Background: an optimization exercise with open tools, aiming at small area. Do not read the settings as production practice.
Only simulation tests tie the RTL to the original design; equivalence was not proved.

## flow/design.v (module list and top-level ports; edited modules follow where they fit)
// module mac_fa: 4 lines
// module mac_ha: 4 lines
// module mac_unit_Parallel_128_clk: 3385 lines
module mac_unit_Parallel_128_clk
#(
    parameter DATA_WIDTH    = 8,
    parameter VEC_LENGTH    = 16,
	parameter ACC_WIDTH     = DATA_WIDTH + 16,
	parameter RESULT_WIDTH  = 2*DATA_WIDTH
) (
	input  logic                             clk,
	input  logic                             reset,
	input  logic                             mul_en,
	input  logic                             acc_en,
	input  logic                             load_accum,
	input  logic [VEC_LENGTH*DATA_WIDTH-1:0] act,
	input  logic [VEC_LENGTH*DATA_WIDTH-1:0] w_in,
	input  logic signed [ACC_WIDTH-1:0]      accum_prev,
	output logic signed [RESULT_WIDTH-1:0]   result
);
  // ...
==> flow/flow/run.sh <==
#!/bin/bash
# Standard ORFS layout (the standard.sh, standard synthesis unchanged), with these
# changes to how the layout is made:
#  - the port buffers that global placement puts on every input and output are the
#    smallest buffer cell instead of the default delay buffer;
#  - the buffers ABC put in during synthesis are removed at floorplan (the resizer
#    puts back what timing and slew need);
#  - clock tree synthesis adds no dummy loads and clusters up to 16 sinks per buffer.
set -euo pipefail
export BUFFER_PORTS_ARGS="-buffer_cell sky130_fd_sc_hd__buf_1"
export REMOVE_ABC_BUFFERS=1
export CTS_ARGS="-sink_clustering_enable -repair_clock_nets -dont_use_dummy_load -sink_clustering_size 16 -sink_clustering_max_diameter 100 -buf_list {sky130_fd_sc_hd__clkbuf_4 sky130_fd_sc_hd__clkbuf_8}"
bash standard.sh > standard.log 2>&1
==> flow/standard.sh <==
#!/bin/bash
# synth_recipe.tcl (not shown) runs the flow's synth.tcl, then flattens the netlist and writes it again
# the make line also repeats each setting of config.mk as NAME=value (left out here)
make -C /OpenROAD-flow-scripts/flow DESIGN_CONFIG=/design/flow/config.mk WORK_HOME=/design/flow/orfs CLKGATE_MAP_FILE= SYNTH_SCRIPT=/design/flow/synth_recipe.tcl "${@:-finish}"
==> flow/config.mk <==
export PLATFORM = sky130hd
export DESIGN_NAME = mac_unit_Parallel_128_clk
export DESIGN_NICKNAME = mac_unit_Parallel_128_clk
export VERILOG_FILES = /design/flow/design.v
export SDC_FILE = /design/flow/constraint.sdc
export NUM_CORES = 4
export LEC_CHECK = 0
export ABC_AREA = 1
export CAP_MARGIN = 20
export CORE_MARGIN = 2
export CORE_UTILIZATION = 60
export CTS_BUF_LIST = sky130_fd_sc_hd__clkbuf_4 sky130_fd_sc_hd__clkbuf_8
export GPL_TIMING_DRIVEN = 0
export SETUP_SLACK_MARGIN = 0.15
export SLEW_MARGIN = 20
export SYNTH_HIERARCHICAL = 1
export SYNTH_MINIMUM_KEEP_SIZE = 0
==> flow/constraint.sdc <==
create_clock -name core_clock -period 8.0 [get_ports {clk}]
set_input_delay 1.6000 -clock core_clock [delete_from_list [all_inputs] [get_ports {clk}]]
set_output_delay 1.6000 -clock core_clock [all_outputs]
set_load 0.01 [all_outputs]
==> out/qor.txt, run 1 <==
status - finished clean
GR peak layer - met2
min Tclk post-route - 7.407 ns
adder and majority gate portion of the synthesized area - 0.4007
FF-to-FF End - q1[12]$_DFFE_PP_
Max stage delay on crit path - 0.96 ns
vias in the first global route - 26490
WP data arrival - 7.76 ns
HPWL after DPL - 94610 um
top cells by area, synth - fa_1 (38%), edfxtp_1 (15%), xor2_1 (11%), o22ai_1 (6.5%), nand2_1 (5.6%)
initial antenna violation count - 0
fraction of area in multi-input gates - 0.7249
M2 GR Usage - 0.6414
post-synthesis simple-gate area fraction - 0.1014
EDFF count, synth - 160
DR vias - 26880
RSZ-0062 raised after global routing - no
met2 WL - 50740 um
Crit path required time - 8.35 ns
Multi-input gate area - 24660 sq um
Async SR Flop Fraction - 0
syn_area_per_cell - 9.432 sq um
Highest Signal Layer - met4
complex-gate fraction of the synthesized area - 0.1490
GP Congestion - 1.062
Cells after Synth - 3418
Skew-Pair Late Insertion Delay - 0.61 ns
Synth area leader - fa_1
DRT Pass-1 Iters - 7
Slew Limit Fails - 0
number of H-tree levels - 1
==> run 2: changes to the inputs <==
--- a/flow/design.v
+++ b/flow/design.v
@@ -3367,27 +3367,236 @@
 		if (reset) begin
 			a_zero <= 1'b1;
 			q_zero <= 1'b1;
 		end else if (mul_en) begin
 			a_zero <= 1'b0;
 			q_zero <= a_zero;
 		end
 	end
-	wire [19:0] q_sum = q0 + q1;
-	wire [19:0] s_val = q_sum;
+	wire [19:0] q_sum, s_val;
+	wire as1957;
+	wire ac1958;
+	wire as1959;
+	wire ac1960;
+	wire as1961;
+	wire ac1962;
+	wire as1963;
+	wire ac1964;
+	wire as1965;
+	wire ac1966;
+	wire as1967;
+	wire ac1968;
+	wire as1969;
+	wire ac1970;
+	wire as1971;
+	wire ac1972;
+	wire as1973;
+	wire ac1974;
+	wire as1975;
+	wire ac1976;
+	wire as1977;
+	wire ac1978;
+	wire as1979;
+	wire ac1980;
+	wire as1981;
+	wire ac1982;
+	wire as1983;
+	wire ac1984;
+	wire as1985;
+	wire ac1986;
+	wire as1987;
+	wire ac1988;
+	wire as1989;
+	wire ac1990;
+	wire as1991;
+	wire ac1992;
+	wire as1993;
+	wire ac1994;
+	wire as1995;
+	wire ac1996;
+	wire as1997;
+	wire ac1998;
+	wire as1999;
+	wire ac2000;
+	wire as2001;
+	wire ac2002;
+	wire as2003;
+	wire ac2004;
+	wire as2005;
+	wire ac2006;
+	wire as2007;
+	wire ac2008;
+	wire as2009;
+	wire ac2010;
+	wire as2011;
+	wire ac2012;
+	wire as2013;
+	wire ac2014;
+	wire as2015;
+	wire ac2016;
+	wire as2017;
+	wire ac2018;
+	wire as2019;
+	wire ac2020;
+	wire as2021;
+	wire ac2022;
+	wire as2023;
+	wire ac2024;
+	wire as2025;
+	wire ac2026;
+	wire as2027;
+	wire ac2028;
+	wire as2029;
+	wire ac2030;
+	wire as2031;
+	wire ac2032;
+	wire ab2033;
+	wire as2034;
+	wire ac2035;
+	wire as2036;
+	wire ac2037;
+	wire as2038;
+	wire ac2039;
+	wire as2040;
+	wire ac2041;
+	wire as2042;
+	wire ac2043;
+	wire as2044;
+	wire ac2045;
+	wire as2046;
+	wire ac2047;
+	wire as2048;
+	wire ac2049;
+	wire as2050;
+	wire ac2051;
+	wire as2052;
+	wire ac2053;
+	wire as2054;
+	wire ac2055;
+	wire as2056;
+	wire ac2057;
+	wire as2058;
+	wire ac2059;
+	wire as2060;
+	wire ac2061;
+	wire as2062;
+	wire ac2063;
+	wire as2064;
+	wire ac2065;
+	wire [23:0] acc_in, acc_sum;
+	assign acc_in = load_accum ? accum_prev : acc_r;
+	mac_ha u_as1957 (.a(q0[6]), .b(q1[6]), .s(as1957), .co(ac1958));
+	mac_fa u_as1959 (.a(q0[7]), .b(q1[7]), .c(ac1958), .s(as1959), .co(ac1960));
+	mac_fa u_as1961 (.a(q0[8]), .b(q1[8]), .c(ac1960), .s(as1961), .co(ac1962));
+	mac_fa u_as1963 (.a(q0[9]), .b(q1[9]), .c(ac1962), .s(as1963), .co(ac1964));
+	mac_fa u_as1965 (.a(q0[10]), .b(q1[10]), .c(ac1964), .s(as1965), .co(ac1966));
+	mac_fa u_as1967 (.a(q0[11]), .b(q1[11]), .c(ac1966), .s(as1967), .co(ac1968));
+	mac_fa u_as1969 (.a(q0[12]), .b(q1[12]), .c(ac1968), .s(as1969), .co(ac1970));
+	mac_fa u_as1971 (.a(q0[13]), .b(q1[13]), .c(ac1970), .s(as1971), .co(ac1972));
+	mac_fa u_as1973 (.a(q0[14]), .b(q1[14]), .c(ac1972), .s(as1973), .co(ac1974));
+	mac_fa u_as1975 (.a(q0[15]), .b(q1[15]), .c(ac1974), .s(as1975), .co(ac1976));
+	mac_fa u_as1977 (.a(q0[16]), .b(q1[16]), .c(ac1976), .s(as1977), .co(ac1978));
+	mac_fa u_as1979 (.a(q0[17]), .b(q1[17]), .c(ac1978), .s(as1979), .co(ac1980));
+	mac_fa u_as1981 (.a(q0[18]), .b(q1[18]), .c(ac1980), .s(as1981), .co(ac1982));
+	mac_ha u_as1983 (.a(1'b1), .b(ac1982), .s(as1983), .co(ac1984));
+	mac_ha u_as1985 (.a(acc_in[0]), .b(t_r[0]), .s(as1985), .co(ac1986));
+	mac_fa u_as1987 (.a(acc_in[1]), .b(t_r[1]), .c(ac1986), .s(as1987), .co(ac1988));
+	mac_fa u_as1989 (.a(acc_in[2]), .b(t_r[2]), .c(ac1988), .s(as1989), .co(ac1990));
+	mac_fa u_as1991 (.a(acc_in[3]), .b(t_r[3]), .c(ac1990), .s(as1991), .co(ac1992));
+	mac_fa u_as1993 (.a(acc_in[4]), .b(t_r[4]), .c(ac1992), .s(as1993), .co(ac1994));
+	mac_fa u_as1995 (.a(acc_in[5]), .b(t_r[5]), .c(ac1994), .s(as1995), .co(ac1996));
+	mac_fa u_as1997 (.a(acc_in[6]), .b(t_r[6]), .c(ac1996), .s(as1997), .co(ac1998));
+	mac_fa u_as1999 (.a(acc_in[7]), .b(t_r[7]), .c(ac1998), .s(as1999), .co(ac2000));
+	mac_ha u_as2001 (.a(acc_in[8]), .b(t_r[8]), .s(as2001), .co(ac2002));
+	mac_fa u_as2003 (.a(acc_in[9]), .b(t_r[9]), .c(ac2002), .s(as2003), .co(ac2004));
+	mac_fa u_as2005 (.a(acc_in[10]), .b(t_r[10]), .c(ac2004), .s(as2005), .co(ac2006));
+	mac_fa u_as2007 (.a(acc_in[11]), .b(t_r[11]), .c(ac2006), .s(as2007), .co(ac2008));
+	mac_fa u_as2009 (.a(acc_in[12]), .b(t_r[12]), .c(ac2008), .s(as2009), .co(ac2010));
+	mac_fa u_as2011 (.a(acc_in[13]), .b(t_r[13]), .c(ac2010), .s(as2011), .co(ac2012));
+	mac_fa u_as2013 (.a(acc_in[14]), .b(t_r[14]), .c(ac2012), .s(as2013), .co(ac2014));
+	mac_fa u_as2015 (.a(acc_in[15]), .b(t_r[15]), .c(ac2014), .s(as2015), .co(ac2016));
+	mac_ha u_as2017 (.a(as2001), .b(ac2000), .s(as2017), .co(ac2018));
+	mac_ha u_as2019 (.a(as2003), .b(ac2018), .s(as2019), .co(ac2020));
+	mac_ha u_as2021 (.a(as2005), .b(ac2020), .s(as2021), .co(ac2022));
+	mac_ha u_as2023 (.a(as2007), .b(ac2022), .s(as2023), .co(ac2024));
+	mac_ha u_as2025 (.a(as2009), .b(ac2024), .s(as2025), .co(ac2026));
+	mac_ha u_as2027 (.a(as2011), .b(ac2026), .s(as2027), .co(ac2028));
+	mac_ha u_as2029 (.a(as2013), .b(ac2028), .s(as2029), .co(ac2030));
+	mac_ha u_as2031 (.a(as2015), .b(ac2030), .s(as2031), .co(ac2032));
+	assign ab2033 = ac2016 | (ac2000 & as2001 & as2003 & as2005 & as2007 & as2009 & as2011 & as2013 & as2015);
+	mac_ha u_as2034 (.a(acc_in[16]), .b(t_r[16]), .s(as2034), .co(ac2035));
+	mac_fa u_as2036 (.a(acc_in[17]), .b(t_r[17]), .c(ac2035), .s(as2036), .co(ac2037));
+	mac_fa u_as2038 (.a(acc_in[18]), .b(t_r[18]), .c(ac2037), .s(as2038), .co(ac2039));
+	mac_fa u_as2040 (.a(acc_in[19]), .b(t_r[19]), .c(ac2039), .s(as2040), .co(ac2041));
+	mac_fa u_as2042 (.a(acc_in[20]), .b(t_r[19]), .c(ac2041), .s(as2042), .co(ac2043));
+	mac_fa u_as2044 (.a(acc_in[21]), .b(t_r[19]), .c(ac2043), .s(as2044), .co(ac2045));
+	mac_fa u_as2046 (.a(acc_in[22]), .b(t_r[19]), .c(ac2045), .s(as2046), .co(ac2047));
+	mac_fa u_as2048 (.a(acc_in[23]), .b(t_r[19]), .c(ac2047), .s(as2048), .co(ac2049));
+	mac_ha u_as2050 (.a(as2034), .b(ab2033), .s(as2050), .co(ac2051));
+	mac_ha u_as2052 (.a(as2036), .b(ac2051), .s(as2052), .co(ac2053));
+	mac_ha u_as2054 (.a(as2038), .b(ac2053), .s(as2054), .co(ac2055));
+	mac_ha u_as2056 (.a(as2040), .b(ac2055), .s(as2056), .co(ac2057));
+	mac_ha u_as2058 (.a(as2042), .b(ac2057), .s(as2058), .co(ac2059));
+	mac_ha u_as2060 (.a(as2044), .b(ac2059), .s(as2060), .co(ac2061));
+	mac_ha u_as2062 (.a(as2046), .b(ac2061), .s(as2062), .co(ac2063));
+	mac_ha u_as2064 (.a(as2048), .b(ac2063), .s(as2064), .co(ac2065));
+	assign q_sum[0] = q0[0];
+	assign q_sum[1] = q0[1];
+	assign q_sum[2] = q0[2];
+	assign q_sum[3] = q0[3];
+	assign q_sum[4] = q0[4];
+	assign q_sum[5] = q0[5];
+	assign q_sum[6] = as1957;
+	assign q_sum[7] = as1959;
+	assign q_sum[8] = as1961;
+	assign q_sum[9] = as1963;
+	assign q_sum[10] = as1965;
+	assign q_sum[11] = as1967;
+	assign q_sum[12] = as1969;
+	assign q_sum[13] = as1971;
+	assign q_sum[14] = as1973;
+	assign q_sum[15] = as1975;
+	assign q_sum[16] = as1977;
+	assign q_sum[17] = as1979;
+	assign q_sum[18] = as1981;
+	assign q_sum[19] = as1983;
+	assign s_val = q_sum;
+	assign acc_sum[0] = as1985;
+	assign acc_sum[1] = as1987;
+	assign acc_sum[2] = as1989;
+	assign acc_sum[3] = as1991;
+	assign acc_sum[4] = as1993;
+	assign acc_sum[5] = as1995;
+	assign acc_sum[6] = as1997;
+	assign acc_sum[7] = as1999;
+	assign acc_sum[8] = as2017;
+	assign acc_sum[9] = as2019;
+	assign acc_sum[10] = as2021;
+	assign acc_sum[11] = as2023;
+	assign acc_sum[12] = as2025;
+	assign acc_sum[13] = as2027;
+	assign acc_sum[14] = as2029;
+	assign acc_sum[15] = as2031;
+	assign acc_sum[16] = as2050;
+	assign acc_sum[17] = as2052;
+	assign acc_sum[18] = as2054;
+	assign acc_sum[19] = as2056;
+	assign acc_sum[20] = as2058;
+	assign acc_sum[21] = as2060;
+	assign acc_sum[22] = as2062;
+	assign acc_sum[23] = as2064;
 	always @(posedge clk) begin
 		if (reset || (acc_en && q_zero)) begin
 			t_r <= 0;
 		end else if (acc_en) begin
 			t_r <= s_val;
 		end
 	end
-	wire [23:0] acc_in = load_accum ? accum_prev : acc_r;
 	always @(posedge clk) begin
 		if (reset) begin
 			acc_r <= 0;
 		end else if (acc_en) begin
-			acc_r <= {{4{t_r[19]}}, t_r} + acc_in;
+			acc_r <= acc_sum;
 		end
 	end
 	assign result = acc_r[23:8];
 endmodule
==> flow/flow/run.sh (replaced) <==
#!/bin/bash
set -euo pipefail
export BUFFER_PORTS_ARGS="-buffer_cell sky130_fd_sc_hd__buf_1"
export REMOVE_ABC_BUFFERS=1
export CTS_ARGS="-sink_clustering_enable -repair_clock_nets -dont_use_dummy_load -sink_clustering_size 16 -sink_clustering_max_diameter 100 -buf_list {sky130_fd_sc_hd__clkbuf_4 sky130_fd_sc_hd__clkbuf_8}"

rm -rf myscripts
cp -r "$FLOW_HOME/scripts" myscripts
cp flow/abc_area.script myscripts/abc_area.script
sed "s|^make -C |make SCRIPTS_DIR=$PWD/myscripts -C |" standard.sh > synth_custom.sh
bash synth_custom.sh synth > synth.log 2>&1
bash standard.sh > standard.log 2>&1
==> flow/flow/abc_area.script (new file) <==
strash
dch -f
amap
topo
==> out/qor.txt, run 2 <==
Post-Synth XOR/XNOR Area - 0
GP Congestion - 1.026 (-3.4%)
core area - 49050 sq um
post-layout util - 0.6542
crit path to - acc_r[23]$_SDFFE_PP0P_
number of distinct library cells after synthesis - 20
die width - 227.1 um
Achievable Freq - 134.1 MHz
CTS tree - built
FF-to-FF End - q1[12]$_DFFE_PP_
Critical Path Fanout Max - 25
most frequent cells in the layout - fa_1 (645), a21oi_1 (593), nor2_1 (580)
Core Rows - 81
critical path cell sequence - clkdlybuf4s15_2, inv_4, o22a_1, ha_1, fa_1, fa_1, fa_1, fa_1, fa_1, fa_1, fa_1, nand3_1, nor3_1, or2_0, ha_1, ha_1, ha_1, ha_1, ha_1, ha_1, ha_1, ha_1, o221a_1
Via density - 6.628
Synth area leader - fa_1
postcts setup bufs - 0
clock sinks - 206
Hold Violations, Final - 0
most frequent cell after synthesis - fa_1
Async SR Flop Fraction - 0 (unchanged)
# DRC - 0
first-pass GRT wire length - 155200 um
Iter 0 DRT Violations - 3615
# setup viols final - 0
Slew @ Worst Pin - 1.222 ns
io pins - 301
Top reg by flops - a_r
Cells after Synth - 3053 (-11%)
sequential fraction of the synthesis area - 0.1917
Area Overhead vs Synth - 7.471%
drt total wl - 106700 um
Critical Path Sink Type - register
DP Cell Count - 4010
commonest non-fill, non-tap cell in the layout - fa_1
crit-path most repeated cell - ha_1
top cells by area, synth - fa_1 (43%), edfxtp_1 (16%), a21oi_1 (9.9%), o22ai_1 (9.4%), nor2_1 (7.3%)
Crit path required time - 8.50 ns (+0.15 ns)
CP startpoint - load_accum
max cap viols - 0
r2r worst-path depth - 14
largest family of logic cells by synthesized area - adder cells
synthesized area - 29860 sq um
WP data arrival - 7.96 ns (+0.20 ns)
r2r setup slk - 0.58 ns
Final TNS setup - 0 ns
Worst Skew - 0.04302 ns
Nets - 4332
final std cells w/o fill - 4033
Synth Flop Type - edfxtp_1
Hold Crit Class - reg2reg
vias in the first global route - 25160 (-5.0%)
adder and majority gate portion of the synthesized area - 0.4471 (+0.04642)
clk root buf - clkbuf_8
Post-synth top cells - fa_1 (645), a21oi_1 (593), nor2_1 (580)
worst hold margin - 0.4862 ns
layout cells sized above 1 - 0.008915
critical path startpoint category - primary input
Max stage delay on crit path - 0.54 ns (-0.42 ns)
min Tclk post-route - 7.457 ns (+0.04965 ns)
CP top delay family - adder cells
Slew Limit Fails - 0 (unchanged)
count of cell instances traversed by the critical path - 23
DR vias - 26730 (-0.53%)
TritonCTS buffer count - 17
Worst-path clk slew - 0.11 ns
Initial Util - 0.6087
DRT Pass-1 Iters - 6 (-1)
drt wl/cell - 26.44 um
Total Routing Usage GR - 0.4178
status - finished clean
post-route ant nets - 0
initial antenna violation count - 3 (+3)
die area - 51570 sq um
Synth top area share - 0.4324
top flop regs - a_r (128), acc_r (24), t_r (20)
EDFF count, synth - 160 (unchanged)
Slew HR - 0.1769
syn_area_per_cell - 9.781 sq um (+3.7%)
HPWL after DPL - 90520 um (-4.3%)
CP bufs+invs - 2
complex-gate fraction of the synthesized area - 0.2424 (+0.09337)
Skew-Pair Late Insertion Delay - 0.61 ns (about the same)
largest net degree at the start of global routing - 46
post-synthesis register bit count - 206
Critical-path top delay cell - clkdlybuf4s15_2
post-synthesis mux area share - 0
input/output buffers - 300
Yosys Warn Count - 7
Max clock buf depth - 3
GRT overflow - 0
critical path class - in2reg
max FFs per register - 128
post-synthesis simple-gate area fraction - 0.09390 (-0.007471)
RSZ-0062 raised after global routing - no
worst reg2reg path startpoint - a_r[43]$_DFFE_PP_
number of H-tree levels - 1 (unchanged)
fin crit share - 0.9321
die height - 227.1 um
## run 2: cell types whose count changed in the layout (fill, tap and decap cells not counted), sizes merged, moves of 20 or more
cell,previous run,this run
a21oi,244,593
o22ai,336,448
o221a,0,24
nand3,45,1
fa,614,645
o22a,0,40
a22oi,0,20
clkinv,32,164
inv,311,1
o21ai,177,67
nand2,483,161
xor2,415,0
nor2,308,580
## run 2: metrics by stage
| step | worst slack, ns | instance area, sq um |
|---|---|---|
| finish | 0.5429 | 32090 |
| global route | 0.3423 | 32090 |
| CTS | 0.3290 | 32070 |
| detailed placement | -1.062 | 31830 |
| global placement | -0.7963 | 31710 |
| floorplan | 0.6941 | 29750 |
## run 2: kinds of logic (layout without fill, tap and decap cells)
logic type	count (synthesis)	after routing
AND/OR/NAND/NOR	745	745
adder cells (fa/ha/maj)	680	680
buffers and inverters	181	489
flip-flops	206	206
AO/OA/AOI/OAI	1240	1240
other	1	9
## run 2: area by class of cell
type	instances	area [sq um]
Tap cell	664	830.8
Timing Repair Buffer	307	1254
Sequential cell	206	5725
Clock buffer	17	234.0
Fill cell	4090	16960
Inverter	165	623.1
Antenna cell	4	10.01
Multi-Input combinational cell	2670	23410
## run 2: what timing repair did
item / in CTS / in global routing
resized for setup: 3 / 1
hold buffers: 0 / 0
endpoints found under the setup margin: 5 / 1
pin swaps: 0 / 0
## run 2: worst reg2reg max path, stage by stage, from the launching register on
cell,delay (ns)
edfxtp_1,0.75
o21ai_0,0.91
o22ai_1,0.21
nor2_1,0.13
a21oi_1,0.08
fa_1,0.60
fa_1,0.52
fa_1,0.55
fa_1,0.59
fa_1,0.47
fa_1,0.41
fa_1,0.57
fa_1,0.47
fa_1,0.40
fa_1,0.46
## run 2: metal layers
layer / GRT usage / share of wire / vias up
met1: 0.5570 / 0.36 / 12800
met2: 0.6583 / 0.46 / 1783
met5: 0 / 0 / -
met3: 0.09267 / 0.12 / 332
met4: 0.1959 / 0.062 / 0
li1: - / - / 11820
## run 2: worst min path at each step
stage                              from             endpoint  cells after the start
global placement    q_zero$_SDFFE_PP1P_  q_zero$_SDFFE_PP1P_                      2
detailed placement  a_zero$_SDFFE_PP1P_  q_zero$_SDFFE_PP1P_                      2
finish              q_zero$_SDFFE_PP1P_  q_zero$_SDFFE_PP1P_                      2
CTS                 q_zero$_SDFFE_PP1P_  q_zero$_SDFFE_PP1P_                      2
global route        q_zero$_SDFFE_PP1P_  q_zero$_SDFFE_PP1P_                      2
floorplan           q_zero$_SDFFE_PP1P_  q_zero$_SDFFE_PP1P_                      2
## run 2: per-module statistics from Yosys (local to each module, per instance)
module / flip-flops and latches / area, sq um / cells
mac_fa: 0 / 20.02 / 1
mac_ha: 0 / 12.51 / 1
mac_unit_Parallel_128_clk: 206 / 16510 / 2373

## static timing again, ports no longer ideal
In the flow no input, the clock included, has a driving cell. The finished layouts below were timed again as built, in two steps. Step 1, drivers: a clkbuf_16 drives clk and a buf_2 each remaining input, both assumed. Step 2 moves the port delays by t, midway between the first and last clock arrival at a register: inputs arrive t later, outputs are due t later. That takes back most of the time a late clock gives input paths. Slacks: ideal / step 1 / step 2; pairs: ideal / step 1.
run	t, ns	slack for setup (ns)	clock arrival spread, ns
run 1	0.645	0.593 / 0.593 / 0.367	0.064 / 0.064
run 2	0.651	0.543 / 0.577 / -0.075	0.043 / 0.043
With both steps, setup timing fails in run 2, where it was met with ideal ports. The setup slack of run 2, which loses most, moves by +0.034 ns with the drivers and by -0.618 ns with both steps.
